This is an optimization exercise on Yosys and OpenROAD, whose aim is small area, a short achievable clock period and few clock cycles, not a production implementation.
Where RTL was checked, it was by simulation tests only, not by an equivalence proof against the original.
Power is estimated from default activity; no workload was simulated.

## LASER
module LASER (
    input CLK,
    input RST,
    input  [3:0] X,
    input  [3:0] Y,
    output [3:0] C1X,
    output [3:0] C1Y,
    output [3:0] C2X,
    output [3:0] C2Y,
    output reg DONE
);
reg        scan;           
reg  [5:0] cnt;            
reg  [3:0] ph;             
reg  [3:0] icnt;           
reg        isid;           
reg  [3:0] r0;             
reg  [7:0] Fm;             
reg        pv;             
reg        role;           
reg  [7:0] C1r, C2r;       
wire [7:0] A = role ? C2r : C1r;
wire [7:0] F = role ? C1r : C2r;
wire       read_last = ~scan & (cnt == 6'd40);    
reg  [5:0] best_val;
reg  [7:0] best_pos;
reg  [5:0] mcur;           
reg        eqA;            
wire       stop;           
wire       flush  = RST | stop;
reg        RSTr;           
wire       clr    = RSTr | DONE;   
reg  [15:0] B [0:15];
reg  [3:0]  Xr, Yr;        
reg         pt;            
wire [3:0]  yrow = Yr - ph - 4'd1;     
integer i;
always @(posedge CLK) begin
    RSTr <= RST;
    Xr <= X;
    Yr <= Y;
    pt <= ~RST & ~scan & (cnt != 6'd40);
    for (i = 0; i < 16; i = i + 1) begin
        B[i] <= (clr ? 16'd0 : B[(i + 1) % 16]) | ((pt && yrow == i) ? (16'd1 << Xr) : 16'd0);
    end
end
reg  [16:0] h;
reg  [15:1] fxt;           
wire [31:0] fge = {8'h00, fxt, 9'h1ff};
reg  [8:0]  vrow;          
wire [3:0]  ph_n = ph + 4'd1;
integer vd;
always @(posedge CLK)
    for (vd = 0; vd < 9; vd = vd + 1)
        vrow[vd] <= ({2'b00, ph_n} + vd >= 4) && ({2'b00, ph_n} + vd <= 19);
genvar gd, gc;
function [16:0] hdec;          
    input [3:0] p, fy;
    reg [4:0] d;
    integer k;
    begin
        d = {1'b0, p} - {1'b0, fy};
  ...
Size: ~4500 cells after synthesis, roughly 37000 um2 of cells after synthesis.
clock: 11.0 ns
lec_check: 0
abc_area: 1
cap_margin: 20
core_margin: 2
core_utilization: 40
slew_margin: 20
setup_slack_margin: 7.75
buffer_ports_args: -buffer_cell sky130_fd_sc_hd__buf_2
standard.sh (not shown) runs the stock make flow with config.mk's settings and CLKGATE_MAP_FILE= SYNTH_SCRIPT=/design/flow/synth_recipe.tcl, a recipe that flattens the netlist after the stock synthesis.
==> flow/flow/run.sh <==
#!/bin/bash
set -e
sed -i 's/^export SETUP_SLACK_MARGIN.*$//' config.mk
echo "export SETUP_SLACK_MARGIN = 7.75" >> config.mk
echo "export BUFFER_PORTS_ARGS = -buffer_cell sky130_fd_sc_hd__buf_2" >> config.mk
bash standard.sh > standard.log 2>&1
Testbench counts at the start, summed over its fixed seeds: cycles 12,021.
Then changed:
==> flow/flow/run.sh (replaced) <==
#!/bin/bash
set -e
cp standard.sh standard.sh.log.txt 2>/dev/null || true
sed -i 's/^export SETUP_SLACK_MARGIN.*$//' config.mk
echo "export SETUP_SLACK_MARGIN = ${MARGIN:-7.7}" >> config.mk
bash standard.sh > standard.log 2>&1
Settings changed: BUFFER_PORTS_ARGS -buffer_cell sky130_fd_sc_hd__buf_2 to unset, CAP_MARGIN 20 to 10, CTS_CLUSTER_DIAMETER set to 100, CTS_CLUSTER_SIZE set to 20, SETUP_SLACK_MARGIN 7.75 to 7.7, SLEW_MARGIN 20 to 10.
The new run went through all stages and came out clean.
Maximum frequency goes down by 0.56%.
Via count goes down by 1.2%.
Non-clock buffer count goes down by 11.
Then changed:
==> flow/flow/run.sh (replaced) <==
#!/bin/bash
set -e
cp standard.sh standard.sh.log.txt 2>/dev/null || true
sed -i 's/^export SETUP_SLACK_MARGIN.*$//' config.mk
echo "export SETUP_SLACK_MARGIN = ${MARGIN:-7.5}" >> config.mk
bash standard.sh > standard.log 2>&1
Settings changed: CAP_MARGIN 10 to 20, SETUP_SLACK_MARGIN 7.7 to 7.5, SLEW_MARGIN 10 to 20.
Result:
- worst hold slack hardly moves
- core utilization went down by 1.7 points
- sequential share of layout area went up by 1.1 points
- global-route usage went down by 0.88 points
- fmax went down by about 2.7%
- clock-buffer cell count went down by 2
- combinational power went down by about 4%
- worst setup slack is worse by 95 ps
- critical path depth went down by 4
- total power went down by 2.1%
- clock power went down by about 4%
Then changed:
==> flow/flow/run.sh (replaced) <==
#!/bin/bash
set -e
cp standard.sh standard.sh.log.txt 2>/dev/null || true
sed -i 's/^export SETUP_SLACK_MARGIN.*$//' config.mk
echo "export SETUP_SLACK_MARGIN = ${MARGIN:-7.25}" >> config.mk
bash standard.sh > standard.log 2>&1
Settings changed: CTS_CLUSTER_DIAMETER 100 to unset, CTS_CLUSTER_SIZE 20 to unset, SETUP_SLACK_MARGIN 7.5 to 7.25.
Outcome:
- The changed run produced a clean layout
- first-iteration DRC count increases by 2.1%
- routed wire length went up by about 0.4%
- power is higher by 16%
- sequential power barely changes
- core utilization rises by 0.57 points
- clock-buffer cell count increases by 41
- register-to-register slack is worse by 300 ps
- design area grows by about 1.3%
- sequential share of layout area drops by 0.58 points
- global-route usage grows by 0.21 points
- synthesized area is unchanged
Then changed:
==> flow/flow/run.sh (replaced) <==
#!/bin/bash
set -e
cp standard.sh standard.sh.log.txt 2>/dev/null || true
sed -i 's/^export SETUP_SLACK_MARGIN.*$//' config.mk
echo "export SETUP_SLACK_MARGIN = ${MARGIN:-7.4}" >> config.mk
bash standard.sh > standard.log 2>&1
Settings changed: CTS_CLUSTER_DIAMETER set to 100, CTS_CLUSTER_SIZE set to 20, SETUP_SLACK_MARGIN 7.25 to 7.4.
Outcome: Synthesized area stays the same. Total power came out lower by about a fifth. Setup slack gains 150 ps. Cell area shrinks by a few percent. Routed wire length went down slightly. Utilization goes down by 0.90 points.

* * *

LASER, a different RTL version from the one above (not shown whole).
Size in the first run: roughly 670 flip-flops, about 27 I/O pins.
export LEC_CHECK = 0
export CAP_MARGIN = 20
export CORE_MARGIN = 2
export CORE_UTILIZATION = 65
export SLEW_MARGIN = 20
export SETUP_SLACK_MARGIN = 7
create_clock -name core_clock -period 11.0 [get_ports {CLK}]
==> flow/flow/run.sh <==
#!/bin/bash
set -e
cp standard.sh standard.sh.log.txt 2>/dev/null || true
sed -i 's/^export SETUP_SLACK_MARGIN.*$//' config.mk
echo "export SETUP_SLACK_MARGIN = ${MARGIN:-7}" >> config.mk
bash standard.sh > standard.log 2>&1
The baseline produced a clean layout.
Change:
Settings changed: CORE_UTILIZATION 65 to 40.
=> Routed wire length goes down by 7.6%. Worst setup slack gets better by 0.030 ns. Utilization came out lower by 27 points. Sequential cell count is unchanged. Die area is higher by 61%. Design area went up by 1.7%.
No functional check of the RTL was part of any run of this note.

-- re-timing with driven ports --
The results above use ideal ports. As a check the final layouts listed here were re-extracted and re-timed, cells and wires unchanged.
Step 1, drivers: a clkbuf_16 drives CLK and a buf_2 each remaining input, both assumed.
Step 2 adds t to the input delays and takes it off the output delays; t is the mean of the earliest and latest rising clock arrival at the registers after step 1. Input paths then give back, and output paths get back, about the clock's delay inside the block.
Three values: ideal, step 1, step 2; two values: the first two.
| run | t (ns) | setup slack, ns | latest minus earliest clock arrival (ns) | worst slew at a driven data input, ns |
|---|---|---|---|---|
| the first run of note 1 | 0.687 | 7.621 / 7.621 / 7.621 | 0.042 / 0.042 | 0.04 |
| the second run of note 1 | 0.667 | 7.602 / 7.602 / 7.306 | 0.035 / 0.036 | 0.03 |
| the third run of note 1 | 0.663 | 7.507 / 7.469 / 7.128 | 0.043 / 0.042 | 0.06 |
| the fourth run of note 1 | 0.691 | 7.205 / 7.205 / 7.129 | 0.025 / 0.025 | 0.06 |
| the fifth run of note 1 | 0.661 | 7.360 / 7.360 / 7.135 | 0.042 / 0.042 | 0.06 |
| the first run of note 2 | 0.676 | 7.009 / 7.009 / 7.009 | 0.039 / 0.039 | 0.04 |
| the second run of note 2 | 0.696 | 7.039 / 7.039 / 7.039 | 0.037 / 0.037 | 0.03 |
After both steps every run listed still meets setup and hold. For the third run of note 1, which loses most, drivers alone change the setup slack by -0.038 ns; drivers and shift together by -0.379 ns.
